Background: an optimization exercise with open tools, aiming at small area, a short achievable clock period and few clock cycles per item. Do not read the settings as production practice.
No functional check of the RTL was part of any run shown here.
No activity file was given, so power comes from the tool's default toggle rates.

==> flow/design.v (outline; a module is shown in full before it is edited, if it fits) <==
// module booth: 2109 lines
module booth(clk, rst, inp, mtpr, mtpd, done, adds, subs, prod);
  // ...
==> flow/run.sh <==
#!/bin/bash
# synth_recipe.tcl (not shown) runs the flow's synth.tcl, then flattens the netlist and writes it again
# the make line also repeats each setting of config.mk as NAME=value (left out here)
make -C /OpenROAD-flow-scripts/flow DESIGN_CONFIG=/design/flow/config.mk WORK_HOME=/design/flow/orfs CLKGATE_MAP_FILE= SYNTH_SCRIPT=/design/flow/synth_recipe.tcl finish
==> flow/config.mk <==
export PLATFORM = sky130hd
export DESIGN_NAME = booth
export DESIGN_NICKNAME = booth
export VERILOG_FILES = /design/flow/design.v
export SDC_FILE = /design/flow/constraint.sdc
export NUM_CORES = 4
export LEC_CHECK = 0
export CAP_MARGIN = 20
export CORE_MARGIN = 2
export CORE_UTILIZATION = 40
export PLACE_DENSITY = 0.6
export SETUP_SLACK_MARGIN = 0.8
export SLEW_MARGIN = 20
==> flow/constraint.sdc <==
create_clock -name core_clock -period 6.0 [get_ports {clk}]
set_input_delay 1.2000 -clock core_clock [delete_from_list [all_inputs] [get_ports {clk}]]
set_output_delay 1.2000 -clock core_clock [all_outputs]
set_load 0.01 [all_outputs]
==> results.sh, run 1 <==
export IMPL_synth_top_cells_by_area="fa_1 (31%), xnor2_1 (15%), edfxtp_1 (15%), a22oi_1 (11%), ha_1 (6.8%)"
export IMPL_p_comb_mw=21.2
export IMPL_multi_input_area_share_pct=69.14
export IMPL_pg_seq_mw=2.70
export IMPL_status="complete, no violations"
export IMPL_hold_ws_ns=1.238
export IMPL_synth_xor_area_share_pct=17.22
export IMPL_wl_per_cell_microns=27.03
export IMPL_cp_slowest_cell="a2111oi_4"
export IMPL_largest_reg_flops=139
export IMPL_dp_hpwl_microns=71170
export IMPL_final_util_pct=47.79
export IMPL_fillers=6603
export IMPL_synthMuxAreaShare_pct=1.696
export IMPL_yosysMostFrequentCell="xnor2_1"
export IMPL_synth_top_family_by_area="adder cells"
export IMPL_track_usage_pct=28.23
export IMPL_startpoint="q[5]$_DFFE_PP_"
export IMPL_inv_count=287
export IMPL_initial_core_util_pct=40.55
export IMPL_seq_area_frac_synth_pct=14.84
export IMPL_hold_class="input port to flip-flop"
export IMPL_clock_cell_area_share_pct=1.775
export IMPL_worstSetupStartpointType="flip-flop"
export IMPL_design_area_sq_um=34340
export IMPL_antenna_found_initial=5
export IMPL_tns_ns=0
export IMPL_nWellTaps=950
export IMPL_cpMostUsedCell="buf_6"
export IMPL_largest_register="q"
export IMPL_powerClk_mw=1.13
export IMPL_final_cell_mix="xnor2_1 (499), fa_1 (414), a22oi_1 (407)"
export IMPL_whs_path_depth=1
export IMPL_fin_crit_sh_pct=90.01
export IMPL_cts_tree="yes"
export IMPL_syn_area_sq_um=29140
export IMPL_met2_usage_pct=42.88
export IMPL_ctsHoldBuffers=0
export IMPL_seqCellArea_sq_um=4324
export IMPL_fp_dieH_microns=273.9
export IMPL_power_density_nw_per_um2=729.5
export IMPL_use_met1_pct=35.73
==> run 2: changes to the inputs <==
--- a/flow/config.mk
+++ b/flow/config.mk
@@ -11,3 +11,3 @@
 export PLACE_DENSITY = 0.6
-export SETUP_SLACK_MARGIN = 0.8
+export SETUP_SLACK_MARGIN = 0.3
 export SLEW_MARGIN = 20
==> results.sh, run 2 <==
export IMPL_tightest_slew_ns=0.7959
export IMPL_cts_tree="yes"
export IMPL_antenna_found_initial=4
export IMPL_num_io_pins=144
export IMPL_critPathKind="flip-flop to output port"
export IMPL_slew_headroom_pct=46.94
export IMPL_hold_class="input port to flip-flop"
export IMPL_syn_area_sq_um=29140
export IMPL_drt_total_wl_microns=100400
export IMPL_overflow=0
export IMPL_cp_max_fo=8
export IMPL_hold_violations=0
export IMPL_p_int_mw=12.17
export IMPL_grt_max_degree=61
export IMPL_hold_end="q[136]$_DFFE_PP_"
export IMPL_track_usage_pct=27.34
export IMPL_tns_ns=0
export IMPL_fin_crit_sh_pct=93.25
export IMPL_period_needed_ns=5.595
export IMPL_synth_compound_area_share_pct=17.38
export IMPL_cts_max_level=4
export IMPL_sw_frac_of_total_pct=49.26
export IMPL_drt_pass1_iterations=6
export IMPL_synthCells=2857
export IMPL_end_kind="output port"
export IMPL_maxCapViolCount=0
export IMPL_drv_slew=0
export IMPL_synth_top_cells_by_area="fa_1 (31%), xnor2_1 (15%), edfxtp_1 (15%), a22oi_1 (11%), ha_1 (6.8%)"
export IMPL_synth_top_family_by_area="adder cells"
export IMPL_arrival_ns=4.40
export IMPL_fin_ws_ns=0.4049
export IMPL_via_count=23115
export IMPL_top_regs="q: 139 flops, half: 4 flops, sgn: 1 flops"
export IMPL_final_common_cell="xnor2_1"
export IMPL_initial_core_util_pct=40.55
export IMPL_synth_seq_cells=144
export IMPL_rsz0062_at_grt="yes"
export IMPL_area_delta_synth_final_pct=15.02
export IMPL_largest_register="q"
export IMPL_p_leak_nw=13.25
export IMPL_die_w_microns=273.9
export IMPL_clkSlewWorstSetupHoldPaths_ns=0.07
export IMPL_grt_pass1_wl_microns=152800
export IMPL_synth_edf_count=144
export IMPL_cts_buffer_depth=2
export IMPL_vias_per_cell=5.871
export IMPL_ys_warn_count=1
export IMPL_rows=98
export IMPL_power_density_nw_per_um2=715.9
export IMPL_synth_top_cells_by_count="xnor2_1 (508), fa_1 (457), a22oi_1 (434)"
export IMPL_grt_pass1_vias=23983
export IMPL_syn_avg_cell_area_sq_um=10.20
export IMPL_fp_dieH_microns=273.9
export IMPL_yosys_area_share_simple_pct=3.242
export IMPL_drt_iter0_drc=2584
export IMPL_ant_nets=0
export IMPL_gp_congestion=0.9450
export IMPL_pwr_share_clk_pct=4.7
export IMPL_crit_required_ns=4.80
export IMPL_io_buffers=137
export IMPL_drcViolationCount=0
export IMPL_seq_area_frac_synth_pct=14.84
export IMPL_dp_hpwl_microns=79670
export IMPL_setup_violations=0
export IMPL_dieArea_sq_um=75020
export IMPL_layout_drive_gt1_share_pct=12.17
export IMPL_fin_nets=3653
export IMPL_synth_cell_types=66
export IMPL_min_from="inp"
export IMPL_p_comb_share_pct=84.1
export IMPL_largest_reg_flops=139
export IMPL_synth_xor_area_share_pct=17.22
export IMPL_p_seq_share_pct=11.3
export IMPL_core_area_sq_um=71850
export IMPL_post_place_ws_ns=-0.02263
export IMPL_fillers=6735
export IMPL_final_cell_mix="xnor2_1 (507), fa_1 (456), a22oi_1 (434)"
export IMPL_synth_top_area_cell="fa_1"
export IMPL_async_reset_ff_share_pct=0
export IMPL_root_buffer="clkbuf_16"
export IMPL_wl_per_cell_microns=25.50
export IMPL_synth_top_cell_area_share_pct=31.40
export IMPL_synthMuxAreaShare_pct=1.696
export IMPL_cts_num_sinks=144
export IMPL_cts_buffers=17
export IMPL_max_freq_mhz=178.7
export IMPL_worstSetupStartpointType="flip-flop"
export IMPL_vdd_drop_max_v=0.0006405
export IMPL_yosysMostFrequentCell="xnor2_1"
export IMPL_synth_flop_cell="edfxtp_1"
export IMPL_status="complete, no violations"
export IMPL_whs_path_depth=1
export IMPL_synth_adder_area_share_pct=38.23
export IMPL_p_sw_mw=11.82
## run 2: cell counts after synthesis
No cell type changed its count.
## run 2: area by class of cell
type	count	area, sq um	share of cell area (%)
Multi-Input combinational cell	2150	22890	68.29
Sequential cell	144	4324	12.90
Timing Repair Buffer	370	3430	10.23
Tap cell	950	1189	3.547
Inverter	287	1077	3.215
Clock buffer	19	432.9	1.292
Clock inverter	13	162.7	0.4854
Antenna cell	4	10.01	0.02987
## run 2: cells by family after synthesis
kind of cell	after synthesis
other	2
buffers and inverters	565
AND/OR/NAND/NOR	207
flip-flops	144
adder cells (fa/ha/maj)	616
AO/OA/AOI/OAI	704
XOR/XNOR	573
multiplexers	46
## run 2: per-layer routing
metal	wire length [microns]	global-route usage [%]	share of wire (%)
met4	4056	11.13	4.0
met2	46270	42.91	46
met5	11	0	0.011
met1	40610	36.50	40
met3	9462	6.235	9.4
## run 2: worst max path at each step
stage / end / cells after the start / from / slack [ns]
2_1_floorplan: q[91]$_DFFE_PP_ / 15 / mtpr[17] / 0.32
3_3_place_gp: q[91]$_DFFE_PP_ / 12 / mtpr[5] / -0.006
3_5_place_dp: q[91]$_DFFE_PP_ / 12 / mtpr[5] / -0.02
4_1_cts: prod[57] / 14 / q[3]$_DFFE_PP_ / 0.28
5_1_grt: prod[57] / 13 / q[20]$_DFFE_PP_ / 0.22
6_report: prod[57] / 12 / q[36]$_DFFE_PP_ / 0.40
## run 2: what timing repair did
action,4_1_cts,5_1_grt
buffers inserted,6,1
gates cloned,0,0
pin swaps,11,7
endpoints found under the setup margin,25,21
hold buffers,0,0
gates resized for setup,25,25
## run 2: power by group through the flow
| stage | Combinational (mW) | Clock (mW) | Sequential (mW) |
|---|---|---|---|
| finish | 20.2 | 1.12 | 2.70 |
| detailed placement | 20.3 | 0 | 2.73 |
| CTS | 20.5 | 1.14 | 2.71 |
| global route | 22.7 | 1.18 | 2.75 |
| global placement | 20.1 | 0 | 2.71 |
| floorplan | 12.4 | 0 | 2.68 |
## run 2: metrics by stage
step / total power, mW / hold WS, ns / util [%] / cells / instance area, sq um
CTS: 24.31 / 1.120 / 46.53 / 3932 / 33430
global route: 26.68 / 1.132 / 46.64 / 3936 / 33510
finish: 23.99 / 1.129 / 46.64 / 3937 / 33510
floorplan: 15.10 / 1.299 / - / 2859 / 29160
detailed placement: 23.04 / 1.648 / 45.53 / 3894 / 32720
global placement: 22.79 / 1.633 / 45.53 / 3894 / 32720
## run 2: critical path, cell delays in order, from the launching register on
cell	delay [ns]
edfxtp_1	0.37
ha_1	0.30
ha_1	0.42
a21oi_1	0.28
o21ai_0	0.22
a221oi_1	0.41
o21ai_1	0.17
a41oi_4	0.40
o211ai_4	0.12
buf_12	0.18
a221oi_4	0.29
xnor2_1	0.17
clkdlybuf4s50_1	0.56

[re-timing with driven ports]
Ports are ideal in the flow. The routed layouts listed here were re-timed in OpenROAD. Step 1 assumes that a clkbuf_16 drives the clock port and a buf_2 every other input. Step 2 times the ports against the registers' clock, not the clock port: input delays grow and output delays shrink by t, the midpoint of the rising clock arrivals with the driver on. a / b / c = ideal / step 1 / step 2; a / b = the first two.
run | t (ns) | slack for setup (ns) | worst setup path after step 2
run 1 | 0.565 | 0.600 / 0.534 / 0.274 | input to register
run 2 | 0.544 | 0.405 / 0.343 / -0.053 | input to register
Met with ideal ports but missed after step 2: setup timing in run 2. For run 2, which loses most, drivers alone change the setup slack by -0.062 ns; drivers and shift together by -0.458 ns.
